What follows belongs to an exercise in optimizing a design on an open flow for small area, a short achievable clock period and few clock cycles; a production flow would make more cautious choices.
The RTL was checked by simulation tests, not by an equivalence proof against the original design.
Power and IR drop assume default switching activity.

**flow/design.v**
```verilog
module fixed_point_mult(
     input wire signed [15:0] a,
     input wire signed [15:0] b,
     output wire signed [31:0] result
 );
     assign result = (a * b) >>> 6;
endmodule
module boundingbox(
    input wire signed [15:0] v0x, 
    input wire signed [15:0] v1x,
    input wire signed [15:0] v2x,
    input wire signed [15:0] v0y,
    input wire signed [15:0] v1y,
    input wire signed [15:0] v2y,
    output wire signed [15:0] XMIN,
    output wire signed [15:0] XMAX,
    output wire signed [15:0] YMIN,
    output wire signed [15:0] YMAX
);
    wire signed [15:0] xmax_unrounded, xmin_unrounded, ymax_unrounded, ymin_unrounded;
    maximum xmax_mod (.p1(v0x), .p2(v1x), .p3(v2x), .max(xmax_unrounded));
    minimum xmin_mod (.p1(v0x), .p2(v1x), .p3(v2x), .min(xmin_unrounded));
    maximum ymax_mod (.p1(v0y), .p2(v1y), .p3(v2y), .max(ymax_unrounded));
    minimum ymin_mod (.p1(v0y), .p2(v1y), .p3(v2y), .min(ymin_unrounded));
    round_fixed_point rounded_xmax (
        .unrounded(xmax_unrounded),
        .rounded(XMAX)
    );
    round_fixed_point rounded_xmin (
        .unrounded(xmin_unrounded),
        .rounded(XMIN)
    );
    round_fixed_point rounded_ymax (
        .unrounded(ymax_unrounded),
        .rounded(YMAX)
    );
    round_fixed_point rounded_ymin (
        .unrounded(ymin_unrounded),
        .rounded(YMIN)
    );
endmodule
module round_fixed_point(  
    input wire [15:0] unrounded,
    output wire [15:0] rounded
); 
    assign rounded = {unrounded[15:6], 6'b0} + 64*unrounded[5];
endmodule
    module maximum(
        input [15:0] p1,
        input [15:0] p2,
        input [15:0] p3,
        output reg [15:0] max
        );
        always @(*) begin
                if(p1[15:0] > p2[15:0]) begin
                    if(p1[15:0] > p3[15:0]) begin
                        max = p1;
                    end 
                    else begin
                        max = p3;
                    end 
                end
                else begin 
                    if(p2[15:0] > p3[15:0]) begin
                        max = p2;
                    end
                    else begin  
                        max = p3;
                    end
                end
            end
    endmodule
    module minimum(
        input [15:0] p1,
        input [15:0] p2,
        input [15:0] p3,
        output reg [15:0] min
        );
        always @(*) begin
                if(p1[15:0] < p2[15:0]) begin
                    if(p1[15:0] < p3[15:0]) begin
                        min = p1;
                    end 
                    else begin
                        min = p3;
                    end 
                end
                else begin 
                    if(p2[15:0] < p3[15:0]) begin
                        min = p2;
                    end
                    else begin  
                        min = p3;
                    end
                end
            end
    endmodule
module edge_function(
    input wire clk,
    input wire rst,
    input wire valid_data,
    input wire signed [15:0] v0x,
    input wire signed [15:0] v0y,
    input wire signed [15:0] v1x,
    input wire signed [15:0] v1y,
    input wire signed [15:0] v2x,
    input wire signed [15:0] v2y,
    input wire signed [15:0] px,
    input wire signed [15:0] py,
    input wire signed [15:0] a1,
    input wire signed [15:0] a2,
    input wire signed [15:0] a3,
    input wire signed [15:0] b1,
    input wire signed [15:0] b2,
    input wire signed [15:0] b3,
    output reg signed [31:0] e1,
    output reg signed [31:0] e2,
    output reg signed [31:0] e3,
    output reg edge_done
);
reg [2:0] count;
reg busy;
reg signed [15:0] A, B;
wire signed [31:0] mult_result;
reg signed [31:0] m1, m2;
fixed_point_mult mult (
    .a(A),
    .b(B),
    .result(mult_result)
);
always @(posedge clk) begin
    edge_done <= 0;
    if (rst) begin
        e1 <= 32'sd0;
        e2 <= 32'sd0;
        e3 <= 32'sd0;
        m1 <= 32'sd0;
        m2 <= 32'sd0;
        A <= 16'sd0;
        B <= 16'sd0;
        count <= 3'd0;
        busy <= 0;
    end else begin
        if (valid_data && !busy) begin
            count <= 3'd0;
            busy <= 1;
            A <= px - v0x;
            B <= a1;
        end
        else if (busy) begin
            if (count == 0) begin
                m1 <= mult_result;
                A <= py - v0y;
                B <= b1;
            end else if (count == 1) begin
                m2 <= mult_result;
                A <= px - v1x;
                B <= a2;
            end else if (count == 2) begin
                e1 <= m1 + m2;
                m1 <= mult_result;
                A <= py - v1y;
                B <= b2;
            end else if (count == 3) begin
                m2 <= mult_result;
                A <= px - v2x;
                B <= a3;
            end else if (count == 4) begin
                e2 <= m1 + m2;
                m1 <= mult_result;
                A <= py - v2y;
                B <= b3;
            end else if (count == 5) begin
                m2 <= mult_result;
            end else if (count == 6) begin
                e3 <= m1 + m2;
                count <= 3'd0;
                edge_done <= 1;
                busy <= 0;
            end 
            count <= count + 1;
        end  
    end
end
endmodule
module area(
    input wire clk,
    input wire rst,
    input wire valid_data,
    input [15:0] xspan_pix,
    input [15:0] yspan_pix,
    output reg [15:0] area_012,
    output wire area_done
 );
    wire [3:0] msbx, msby;
    wire [15:0] area_012_temp;
    wire x_done;
    wire y_done;
findMSB x(.valid_data(valid_data), .rst(rst), .span(xspan_pix[8:0]), .msb(msbx), .done(x_done));
findMSB y(.valid_data(valid_data), .rst(rst), .span(yspan_pix[8:0]), .msb(msby), .done(y_done));
findArea a(.rst(rst), .x_done(x_done), .y_done(y_done), .msbx(msbx), .msby(msby), .area_012(area_012_temp), .area_done(area_done));
always @(posedge clk) begin 
    if(area_done) begin
        area_012 <= area_012_temp;
    end
end
endmodule
module findArea(
input wire rst,
input wire x_done,
input wire y_done,
input [3:0] msbx,
input [3:0] msby,
output reg area_done,
output reg [15:0] area_012
);
always @(*) begin
    area_012 = msbx + msby;
    area_done = 0;
    if(rst) begin 
        area_012 = 1;
        area_done = 0;
    end else 
    if(x_done && y_done) begin 
        area_012 = msbx + msby;
        area_done = 1;
    end else begin 
        area_done = 0;
    end
end
endmodule
module findMSB(
    input wire valid_data,
    input wire rst,
    input wire [8:0] span,
    output reg [3:0] msb,
    output reg done
);
reg [8:0] temp;
always @(*) begin
    temp = span;
    done = 0;
    msb = 0;
    if(rst) begin 
        done = 0;
        msb = 0;
    end else if(valid_data) begin 
            temp = temp >> 1;  
            if(temp != 0) begin 
                msb = msb + 1;
            end else begin
                done = 1;
            end
            temp = temp >> 1;  
            if(temp != 0) begin 
                msb = msb + 1;
            end else begin
                done = 1;
            end
            temp = temp >> 1;  
            if(temp != 0) begin 
                msb = msb + 1;
            end else begin
                done = 1;
            end
            temp = temp >> 1;  
            if(temp != 0) begin 
                msb = msb + 1;
            end else begin
                done = 1;
            end
            temp = temp >> 1;  
            if(temp != 0) begin 
                msb = msb + 1;
            end else begin
                done = 1;
            end
            temp = temp >> 1;  
            if(temp != 0) begin 
                msb = msb + 1;
            end else begin
                done = 1;
            end
            temp = temp >> 1;  
            if(temp != 0) begin 
                msb = msb + 1;
            end else begin
                done = 1;
            end
            temp = temp >> 1;  
            if(temp != 0) begin 
                msb = msb + 1;
            end else begin
                done = 1;
            end
           temp = temp >> 1;  
            if(temp != 0) begin 
                msb = msb + 1;
            end
                done = 1;
    end 
end
endmodule
module interpolation_weights_old(
    input wire clk,
    input wire rst,
    input wire valid_data,
    input wire [15:0] area_012,
    input wire [15:0] area_p12,
    input wire [15:0] area_0p2,
    input wire [15:0] area_01p,
    output reg [31:0] w0,
    output reg [31:0] w1,
    output reg [31:0] w2,
    output reg interp_done
);
wire [15:0] divisor;
assign divisor = area_012;
always @(posedge clk) begin
    if(interp_done) begin 
        interp_done <= 0;
    end 
    else if (rst) begin
        w0 <= 32'sd0;
        w1 <= 32'sd0;
        w2 <= 32'sd0;
    end 
    else if (valid_data) begin
            w0 <= (area_p12 << 6) >> divisor;
            w1 <= (area_0p2 << 6) >> divisor;
            w2 <= (area_01p << 6) >> divisor;
            interp_done <= 1;
    end
end
endmodule
module rasterizer(
        input wire CLK,
        input wire RST,
        input wire START,        
        output wire READY,       
        input wire [15:0] V0X,   
        input wire [15:0] V0Y,
        input wire [15:0] C0,    
        input wire [15:0] V1X,
        input wire [15:0] V1Y,
        input wire [15:0] C1,
        input wire [15:0] V2X,
        input wire [15:0] V2Y,
        input wire [15:0] C2,
        output wire [15:0] COLOR,  
        output wire [9:0] PX,      
        output wire [7:0] PY,      
        output reg VALID,  
        output reg DONE  
);
    parameter FRAC = 6;  
    wire signed [15:0] v0x, v0y;  
    reg signed [15:0] v0x_reg, v0y_reg;
    wire signed [15:0] v1x, v1y;
    reg signed [15:0] v1x_reg, v1y_reg;
    wire signed [15:0] v2x, v2y;
    reg signed [15:0] v2x_reg, v2y_reg;
    wire [15:0] c0, c1, c2;
    reg [15:0] c0_reg, c1_reg, c2_reg;
        reg [15:0] v0x_reg_temp;  
        reg [15:0] v0y_reg_temp;
        reg [15:0] v1x_reg_temp;
        reg [15:0] v1y_reg_temp;
        reg [15:0] v2x_reg_temp;
        reg [15:0] v2y_reg_temp;
        reg [15:0] c0_reg_temp;  
        reg [15:0] c1_reg_temp;
        reg [15:0] c2_reg_temp;
        reg firstTriangle;
        reg siposFinished;
    reg [15:0] xspan_pix;   
    reg [15:0] yspan_pix;   
    reg [15:0] xrem;
    reg [15:0] yrem;
    wire [15:0] xmax;
    reg [8:0] xmax_reg;
    wire [15:0] xmin;
    reg [8:0] xmin_reg;
    wire [15:0] ymax;
    reg [7:0] ymax_reg;
    wire [15:0] ymin;
    reg [7:0] ymin_reg;
    reg signed [15:0] A1, A2, A3;
    reg signed [15:0] B1, B2, B3;
    wire signed [31:0] e1, e2, e3;
    reg signed [31:0] edge1, edge2, edge3;
    reg signed [31:0] e1_row0, e2_row0, e3_row0;  
    wire signed [15:0] area_012;
    wire signed [31:0] w0, w1, w2;
    wire [4:0] R0 = c0_reg[15:11];
    wire [4:0] G0 = c0_reg[10:6];
    wire [4:0] BL0 = c0_reg[5:1];
    wire       AL0 = c0_reg[0];
    wire [4:0] R1 = c1_reg[15:11];
    wire [4:0] G1 = c1_reg[10:6];
    wire [4:0] BL1 = c1_reg[5:1];
    wire       AL1 = c1_reg[0];
    wire [4:0] R2 = c2_reg[15:11];
    wire [4:0] G2 = c2_reg[10:6];
    wire [4:0] BL2 = c2_reg[5:1];
    wire       AL2 = c2_reg[0];
    wire [21:0] r0p = R0 * w0[15:0];
    wire [21:0] r1p = R1 * w1[15:0];
    wire [21:0] r2p = R2 * w2[15:0];
    wire [21:0] g0p = G0 * w0[15:0];
    wire [21:0] g1p = G1 * w1[15:0];
    wire [21:0] g2p = G2 * w2[15:0];
    wire [21:0] b0p = BL0 * w0[15:0];
    wire [21:0] b1p = BL1 * w1[15:0];
    wire [21:0] b2p = BL2 * w2[15:0];
    wire [22:0] Racc_full = r0p + r1p + r2p;
    wire [22:0] Gacc_full = g0p + g1p + g2p;
    wire [22:0] BLacc_full = b0p + b1p + b2p;
    wire [15:0] Racc_hi = Racc_full[22:6];
    wire [15:0] Gacc_hi = Gacc_full[22:6];
    wire [15:0] BLacc_hi = BLacc_full[22:6];
    wire [4:0] Rout = (Racc_hi > 16'd31) ? 5'd31 : Racc_hi[4:0];
    wire [4:0] Gout = (Gacc_hi > 16'd31) ? 5'd31 : Gacc_hi[4:0];
    wire [4:0] BLout = (BLacc_hi > 16'd31) ? 5'd31 : BLacc_hi[4:0];
    wire [15:0] ALacc = (AL0 ? w0[15:0] : 16'd0)
                    + (AL1 ? w1[15:0] : 16'd0)
                    + (AL2 ? w2[15:0] : 16'd0);
    wire        ALout = (ALacc >= 16'd32);
    wire sipos_done;
    reg area_start;
    wire area_done;
    reg ef_start;
    wire edge_done;
    reg iw_start;
    wire interp_done;
    reg coloring_ready;
    reg pixel_done;
    wire pisos_done;
    reg signed [15:0] xpos, ypos;  
    reg signed [15:0] xpos_out, ypos_out;
    reg [15:0] color;
assign v0x = V0X;
assign v0y = V0Y;
assign c0 = C0;
assign v1x = V1X;
assign v1y = V1Y;
assign c1 = C1;
assign v2x = V2X;
assign v2y = V2Y;
assign c2 = C2;
assign READY = !siposFinished;
assign sipos_done = START && !siposFinished;
boundingbox bb (
    .v0x(v0x_reg),
    .v0y(v0y_reg),
    .v1x(v1x_reg),
    .v1y(v1y_reg),
    .v2x(v2x_reg),
    .v2y(v2y_reg),
    .XMIN(xmin),
    .XMAX(xmax),
    .YMIN(ymin),
    .YMAX(ymax)
);
edge_function ef (
    .clk(CLK),
    .rst(RST),
    .valid_data(ef_start),
    .v0x(v0x_reg),
    .v0y(v0y_reg),
    .v1x(v1x_reg),
    .v1y(v1y_reg),
    .v2x(v2x_reg),
    .v2y(v2y_reg),
    .px(xpos + 16'd32),  
    .py(ypos + 16'd32),
    .a1(A1),
    .a2(A2),
    .a3(A3),
    .b1(B1),
    .b2(B2),
    .b3(B3),
    .e1(e1),
    .e2(e2),
    .e3(e3),
    .edge_done(edge_done)
);
area ar (
    .clk(CLK),
    .rst(RST),
    .valid_data(edge_done),
    .xspan_pix(xspan_pix),
    .yspan_pix(yspan_pix),
    .area_012(area_012),
    .area_done(area_done)
);
wire [15:0] area_p12 = (edge1 >>> FRAC);
wire [15:0] area_0p2 = (edge2 >>> FRAC);
wire [15:0] area_01p = (edge3 >>> FRAC);
interpolation_weights_old iw (
    .clk(CLK),
    .rst(RST),
    .valid_data(iw_start),
    .area_012(area_012),
    .area_p12(area_p12[15:0]),
    .area_0p2(area_0p2[15:0]),
    .area_01p(area_01p[15:0]),
    .w0(w0),
    .w1(w1),
    .w2(w2),
    .interp_done(interp_done)
);  
reg valid_d1, valid_d2;
always @(posedge CLK) begin
    if (RST) begin
        valid_d1 <= 0;
        valid_d2 <= 0;
    end else begin
        valid_d1 <= VALID;
        valid_d2 <= valid_d1;
    end
end
assign pisos_done = valid_d2;
assign PX = xpos_out[15:6];
assign PY = ypos_out[13:6];
assign COLOR = color;
always @(posedge CLK) begin
    VALID <= 0;  
    iw_start <= 0;
    if(RST) begin
        DONE <= 0;
        xspan_pix <= 0;
        yspan_pix <= 0;
        xrem <= 0;
        yrem <= 0;
        xpos <= 0;
        ypos <= 0;
        color <= 0;
        edge1 <= 0;
        edge2 <= 0;
        edge3 <= 0;
        e1_row0 <= 0;
        e2_row0 <= 0;
        e3_row0 <= 0;
        v0x_reg <= 0;
        v0y_reg <= 0;
        v1x_reg <= 0;  
        v1y_reg <= 0;
        v2x_reg <= 0;
        v2y_reg <= 0;
        c0_reg <= 0;
        c1_reg <= 0;
        c2_reg <= 0;
        A1 <= 0;
        A2 <= 0;
        A3 <= 0;
        B1 <= 0;
        B2 <= 0;
        B3 <= 0;
        area_start <= 0;
        ef_start <= 0;
        iw_start <= 0;
        coloring_ready <= 0;
        pixel_done <= 0;
        siposFinished <= 0;
        firstTriangle <= 1;
    end else if(sipos_done) begin
        v0x_reg_temp <= v0x;  
        v0y_reg_temp <= v0y;
        v1x_reg_temp <= v1x;
        v1y_reg_temp <= v1y;
        v2x_reg_temp <= v2x;
        v2y_reg_temp <= v2y;
        c0_reg_temp <= c0;  
        c1_reg_temp <= c1;
        c2_reg_temp <= c2;
        siposFinished <= 1;
    end 
    if((DONE || firstTriangle) && siposFinished) begin  
        DONE <= 0;
        v0x_reg <= v0x_reg_temp;  
        v0y_reg <= v0y_reg_temp;
        v1x_reg <= v1x_reg_temp;
        v1y_reg <= v1y_reg_temp;
        v2x_reg <= v2x_reg_temp;
        v2y_reg <= v2y_reg_temp;
        c0_reg <= c0_reg_temp;  
        c1_reg <= c1_reg_temp;
        c2_reg <= c2_reg_temp;
        siposFinished <= 0;
        firstTriangle <= 0;
        area_start <= 1;
    end else if(area_start) begin 
        A1 <= v0y_reg - v1y_reg;  
        A2 <= v1y_reg - v2y_reg;  
        A3 <= v2y_reg - v0y_reg;
        B1 <= v1x_reg - v0x_reg;
        B2 <= v2x_reg - v1x_reg;
        B3 <= v0x_reg - v2x_reg;
        xspan_pix <= ( (xmax - xmin) >>> FRAC ) + 10'd1;  
        yspan_pix <= ( (ymax - ymin) >>> FRAC ) + 9'd1;
        xrem <= ( (xmax - xmin) >>> FRAC );
        yrem <= ( (ymax - ymin) >>> FRAC );
        xpos <= xmin;
        ypos <= ymin;
        area_start <= 0;
        ef_start <= 1;
    end
    else if(edge_done) begin  
        edge1 <= e1;
        edge2 <= e2;
        edge3 <= e3;
        e1_row0 <= e1;
        e2_row0 <= e2;
        e3_row0 <= e3;
        ef_start <= 0;
        coloring_ready <= 1;
    end
    else if(VALID) begin 
        iw_start <= 1;
    end
    else if(coloring_ready && (pisos_done || !pixel_done || interp_done)) begin  
        if(yrem != 0) begin
            xpos_out <= xpos;
            ypos_out <= ypos;
            if(xrem != 0) begin
                if(edge1 >= 0 && edge2 >= 0 && edge3 >= 0) begin  
                    if(!pixel_done) begin
                    iw_start <= 1;
                    pixel_done <= 1;
                    end
                    if(interp_done) begin  
                        color <= {Rout, Gout, BLout, ALout};  
                        VALID <= 1;  
                        xpos <= xpos + 16'd64;
                        xrem <= xrem - 1;  
                        edge1 <= edge1 + A1;  
                        edge2 <= edge2 + A2;
                        edge3 <= edge3 + A3;
                    end
                end
                else begin
                    VALID <= 0;  
                    pixel_done <= 0;
                    xpos <= xpos + 16'd64;
                    xrem <= xrem - 1;  
                    edge1 <= edge1 + A1;  
                    edge2 <= edge2 + A2;
                    edge3 <= edge3 + A3;
                end
            end 
            else begin
                xpos <= xmin;
                pixel_done <= 0;
                ypos <= ypos + 16'd64;
                xrem <= xspan_pix;  
                yrem <= yrem - 1;  
                e1_row0 <= e1_row0 + B1;  
                e2_row0 <= e2_row0 + B2;
                e3_row0 <= e3_row0 + B3;
                edge1 <= e1_row0 + B1;  
                edge2 <= e2_row0 + B2;
                edge3 <= e3_row0 + B3;
            end
        end 
        else begin
            VALID <= 0;
            coloring_ready <= 0;
            DONE <= 1;
        end
    end
    else begin
        VALID <= 0;
        area_start <= 0;
        ef_start <= 0;
        iw_start <= 0;
    end
end
endmodule
```
**flow/constraint.sdc**
```tcl
create_clock -name core_clock -period 12.0 [get_ports {CLK}]
set_input_delay 2.4000 -clock core_clock [delete_from_list [all_inputs] [get_ports {CLK}]]
set_output_delay 2.4000 -clock core_clock [all_outputs]
set_load 0.01 [all_outputs]
```
**flow/config.mk**
```make
export PLATFORM = sky130hd
export DESIGN_NAME = rasterizer
export DESIGN_NICKNAME = rasterizer
export VERILOG_FILES = /design/flow/design.v
export SDC_FILE = /design/flow/constraint.sdc
export NUM_CORES = 4
export LEC_CHECK = 0
export CAP_MARGIN = 20
export CORE_MARGIN = 2
export CORE_UTILIZATION = 40
export SLEW_MARGIN = 20
```
**flow/run.sh**
```bash
#!/bin/bash
# synth_recipe.tcl (not shown) runs the flow's synth.tcl, then flattens the netlist and writes it again
# the make line also repeats each setting of config.mk as NAME=value (left out here)
make -C /OpenROAD-flow-scripts/flow DESIGN_CONFIG=/design/flow/config.mk WORK_HOME=/design/flow/orfs CLKGATE_MAP_FILE= SYNTH_SCRIPT=/design/flow/synth_recipe.tcl finish
```
==> run summary <==
## kinds of logic (layout without fill, tap and decap cells)
| group | after synthesis | count (layout) | share of synthesized area [%] |
|---|---|---|---|
| adders and majority gates | 1651 | 1651 | 28.7 |
| DFF | 948 | 948 | 23.8 |
| AOI/OAI and AO/OA | 2516 | 2516 | 16.7 |
| other | 0 | 2 | 0 |
| buffers and inverters | 1740 | 1758 | 6.86 |
| muxes | 138 | 138 | 1.49 |
| xor gates and xnor gates | 476 | 476 | 4.38 |
| and+or+nand+nor | 3575 | 3575 | 18.1 |
## per-layer routing
metal / global-route usage [%] / up-vias / share of wire, %
met1: 36.0 / 40600 / 39
li1: - / 37500 / -
met2: 48.1 / 3432 / 46
met3: 4.37 / 896 / 7.2
met4: 19.0 / 8 / 7.8
met5: 0 / - / 0.013
## placed cells by master (no fill, tap or decap), drive strengths merged, types with 144 or more instances in the layout
cell / instances
nand2: 1296
inv: 1246
fa: 892
ha: 759
a21oi: 722
and2: 697
nor2: 598
o21ai: 594
dfxtp: 577
edfxtp: 371
xnor2: 273
nand3: 266
xor2: 202
clkdlybuf4s50: 182
nor3: 160
a21o: 146
clkbuf: 144
## where the power goes
group	internal (uW)	switching (uW)	total [uW]
registers	3620	596	4220
logic	3630	5760	9390
clock network	2100	1610	3710
total	9350	7970	17300
## area by class of cell
type | instances | area share [%]
timing repair buffer | 309 | 2.72
clock inverter | 69 | 0.721
sequential | 948 | 21.7
inverter | 1236 | 4.45
clock buffer | 144 | 3.01
antenna | 2 | 0.00479
tap | 3167 | 3.79
multi-input combinational | 8356 | 63.6
## Yosys cell counts, types with 72 or more instances
library cell / count
sky130_fd_sc_hd__a21oi_1: 720
sky130_fd_sc_hd__clkbuf_1: 459
sky130_fd_sc_hd__xnor2_1: 273
sky130_fd_sc_hd__nand2_1: 1296
sky130_fd_sc_hd__inv_1: 1228
sky130_fd_sc_hd__and2_1: 696
sky130_fd_sc_hd__nor2b_1: 141
sky130_fd_sc_hd__xor2_1: 202
sky130_fd_sc_hd__a211oi_1: 137
sky130_fd_sc_hd__a31oi_1: 72
sky130_fd_sc_hd__dfxtp_1: 577
sky130_fd_sc_hd__and3_1: 73
sky130_fd_sc_hd__o22ai_1: 128
sky130_fd_sc_hd__a21o_1: 145
sky130_fd_sc_hd__ha_1: 759
sky130_fd_sc_hd__nor2_1: 597
sky130_fd_sc_hd__nor3_1: 158
sky130_fd_sc_hd__fa_1: 892
sky130_fd_sc_hd__nand3_1: 266
sky130_fd_sc_hd__o21ai_0: 589
sky130_fd_sc_hd__mux2i_1: 116
sky130_fd_sc_hd__edfxtp_1: 371
sky130_fd_sc_hd__nand2b_1: 83
sky130_fd_sc_hd__a22oi_1: 73
## metrics by stage
stage	instance area, um^2	power, uW	setup WS, ps	hold slack, ps	cells
after floorplan	95500	10600	4490	406	11000
after global placement	101000	13400	3530	417	14000
after detailed placement	101000	13600	3840	427	14000
after CTS	104000	17300	3810	442	14200
after global routing	104000	18600	3710	466	14200
final	104000	17300	4130	439	14200
## path summary, 6_finish.rpt
kind              cells past startpoint  slack, ps           end
setup / recovery                     26       4130  xspan_pix[9]
hold / removal                        1        440      valid_d2
setup reg to reg                     26       4130  xspan_pix[9]
hold reg to reg                       1        440      valid_d2
## worst max-delay path, stage by stage (launching register included)
cell and delay, ps:
sky130_fd_sc_hd__edfxtp_1 420, sky130_fd_sc_hd__inv_1 330, sky130_fd_sc_hd__ha_1 360, sky130_fd_sc_hd__nand4_1 170, sky130_fd_sc_hd__a211oi_1 90, sky130_fd_sc_hd__nor3_1 530
sky130_fd_sc_hd__o21ba_1 280, sky130_fd_sc_hd__nand4_1 490, sky130_fd_sc_hd__and2_4 460, sky130_fd_sc_hd__a21oi_1 180, sky130_fd_sc_hd__ha_1 250, sky130_fd_sc_hd__inv_1 60
sky130_fd_sc_hd__a211oi_1 710, sky130_fd_sc_hd__nand2_1 150, sky130_fd_sc_hd__xor2_1 410, sky130_fd_sc_hd__ha_1 320, sky130_fd_sc_hd__ha_1 320, sky130_fd_sc_hd__o21a_1 220
sky130_fd_sc_hd__a2111oi_0 400, sky130_fd_sc_hd__or3_1 210, sky130_fd_sc_hd__xor2_1 320, sky130_fd_sc_hd__nor3_1 130, sky130_fd_sc_hd__and3_1 240, sky130_fd_sc_hd__nand3_1 110
sky130_fd_sc_hd__nor2_1 50, sky130_fd_sc_hd__a2111oi_0 420, sky130_fd_sc_hd__nand3_1 110
==> impl_metrics.csv <==
group,metric,value,unit
clock_network,number_of_gates_given_a_new_drive_strength_after_cts,0,
routing,route.detailed.drc,0,
synth,ys.warnings.count,8,
finish,total_area_of_sequential_cells,0.0227,mm^2
power_and_ir_drop,max-vdd-ir-drop,0.187,mV
finish,syn2layout_area_growth,9.42,%
floorplanning,floorplan.initialDensity,40.2,%
clock_network,cts.hold.buffers_added,0,
setup_path,worst_setup_path_startpoint,"v2x_reg[6]",
floorplanning,core_area,0.238,mm^2
routing,vias,82500,
setup_path,worstSetupEndpointType,"flip-flop",
floorplanning,floorplan.io_pins,184,
timing,fin_tns_setup,0,ps
floorplanning,die_height,493,um
synth,synth.avg_cell_area,8.64,um^2
clock_network,post_cts.repair.setup_buffers,0,
clock_network,htree_num_levels,3,
clock_network,cts_tree,"yes",
synth,nets_in_the_synthesized_netlist,12800,
global_route,grt_max_degree,185,
timing,slew_headroom,12.8,%
synth,netlist_top_cells_area,"sky130_fd_sc_hd__fa_1 (19%), sky130_fd_sc_hd__dfxtp_1 (12%), sky130_fd_sc_hd__edfxtp_1 (12%), sky130_fd_sc_hd__ha_1 (9.9%), sky130_fd_sc_hd__nand2_1 (5.1%)",
place,post-dp-hpwl,279000,um
finish,multi_input_area,0.0664,mm^2
power_and_ir_drop,p_leak,0.0446,uW
setup_path,worstSetupPathType,"flip-flop to flip-flop",
timing,timing_max_transition_violations_final,0,
min_path,hp-class,"flip-flop to flip-flop",
setup_path,worst_setup_path_start_kind,"flip-flop",
synth,ys_types,97,
floorplanning,die-width,493,um
timing,finalCriticalPeriod,7870,ps
timing,timing.clock.skew,51.0,ps
routing,wl,361000,um
finish,num-nets-final,12800,
routing,post_drt_via_cell_ratio,5.80,
clock_network,clock_latency,810,ps
run_status,outcome,"complete, no violations",
synth,synth_async_sr_flop_share,0,%
clock_network,cts.path.max_buffers,3,
timing,setup_viol,0,
finish,final_util,44.0,%
synth,synth_enable_flop_cells,371,
timing,timing_worst_slew_pin_value,1310,ps
timing,layout_worst_path_cycle_share,65.6,%
min_path,hold_path.startpoint,"valid_d1",
power_and_ir_drop,power_per_cell_area,166,mW/mm^2
routing,ant_nets,0,
place,place.port_buffers,183,
clock_network,number_of_buffers_created_by_cts,113,
routing,drtPass1Iterations,6,
synth,mappedNetlistArea,0.0955,mm^2
synth,synth_top_flop_cell,"sky130_fd_sc_hd__dfxtp_1",
place,gp_congestion,0.994,
floorplanning,fp.dieArea,0.243,mm^2
clock_network,cts_num_sinks,948,
synth,synthDominantAreaCellType,"sky130_fd_sc_hd__fa_1",
synth,seq_area_frac_synth,23.8,%
synth,synthDominantCellAreaShare,18.7,%
clock_network,cts_root_buffer,"sky130_fd_sc_hd__clkbuf_16",
routing,drtIter0Drc,7383,
finish,post_route_cells_drive_above_1_share,4.05,%
timing,timing_hold_violations_final,0,
global_route,first_global_vias,83200,
timing,fmax,127,MHz
global_route,grt-ovfl-total,0,
routing,routed_wire_length_per_instance,25.4,um
global_route,antenna_found_initial,17,
finish,number_of_inserted_filler_cells_in_the_final_layout,23300,
setup_path,worstPathArrival,8550,ps
synth,synthesized_instance_count,11000,
clock_network,cts.reportedPaths.clkPinSlew,60,ps
synth,ys_ff_latch,948,
global_route,globalRouteTotalUtil,29.3,%
setup_path,regToRegStartpoint,"v2x_reg[6]",
run,max_cap_viol_count,0,
timing,setup_repair_after_global_routing_missed_its_margin,"false",
setup_path,crit_required,12680,ps
floorplanning,row_count,179,
setup_path,cp_max_fo,12,
global_route,global_route_wire_length_before_repair,536000,um
Testbench counts, summed over its fixed seeds: cycles 104,207.

==> re-timing with driven ports <==
Ports are ideal in the flow. The routed layout listed here was re-timed in OpenROAD.
Step 1 assumes that a clkbuf_16 drives the clock port and a buf_2 every other input.
Step 2, shift: input delay + t, output delay - t, t = (earliest + latest rising clock arrival at the registers) / 2. This alone moves slack from input paths to output paths.
Slacks: ideal / step 1 / step 2; pairs: ideal / step 1.
shift t [ns]: 0.879
setup slack, ns: 4.131 / 4.131 / 4.131
worst slew at a driven data input, ns: 0.11
After both steps this run still meets setup and hold. For this run, drivers alone change the setup slack by 0.000 ns; drivers and shift together by 0.000 ns.
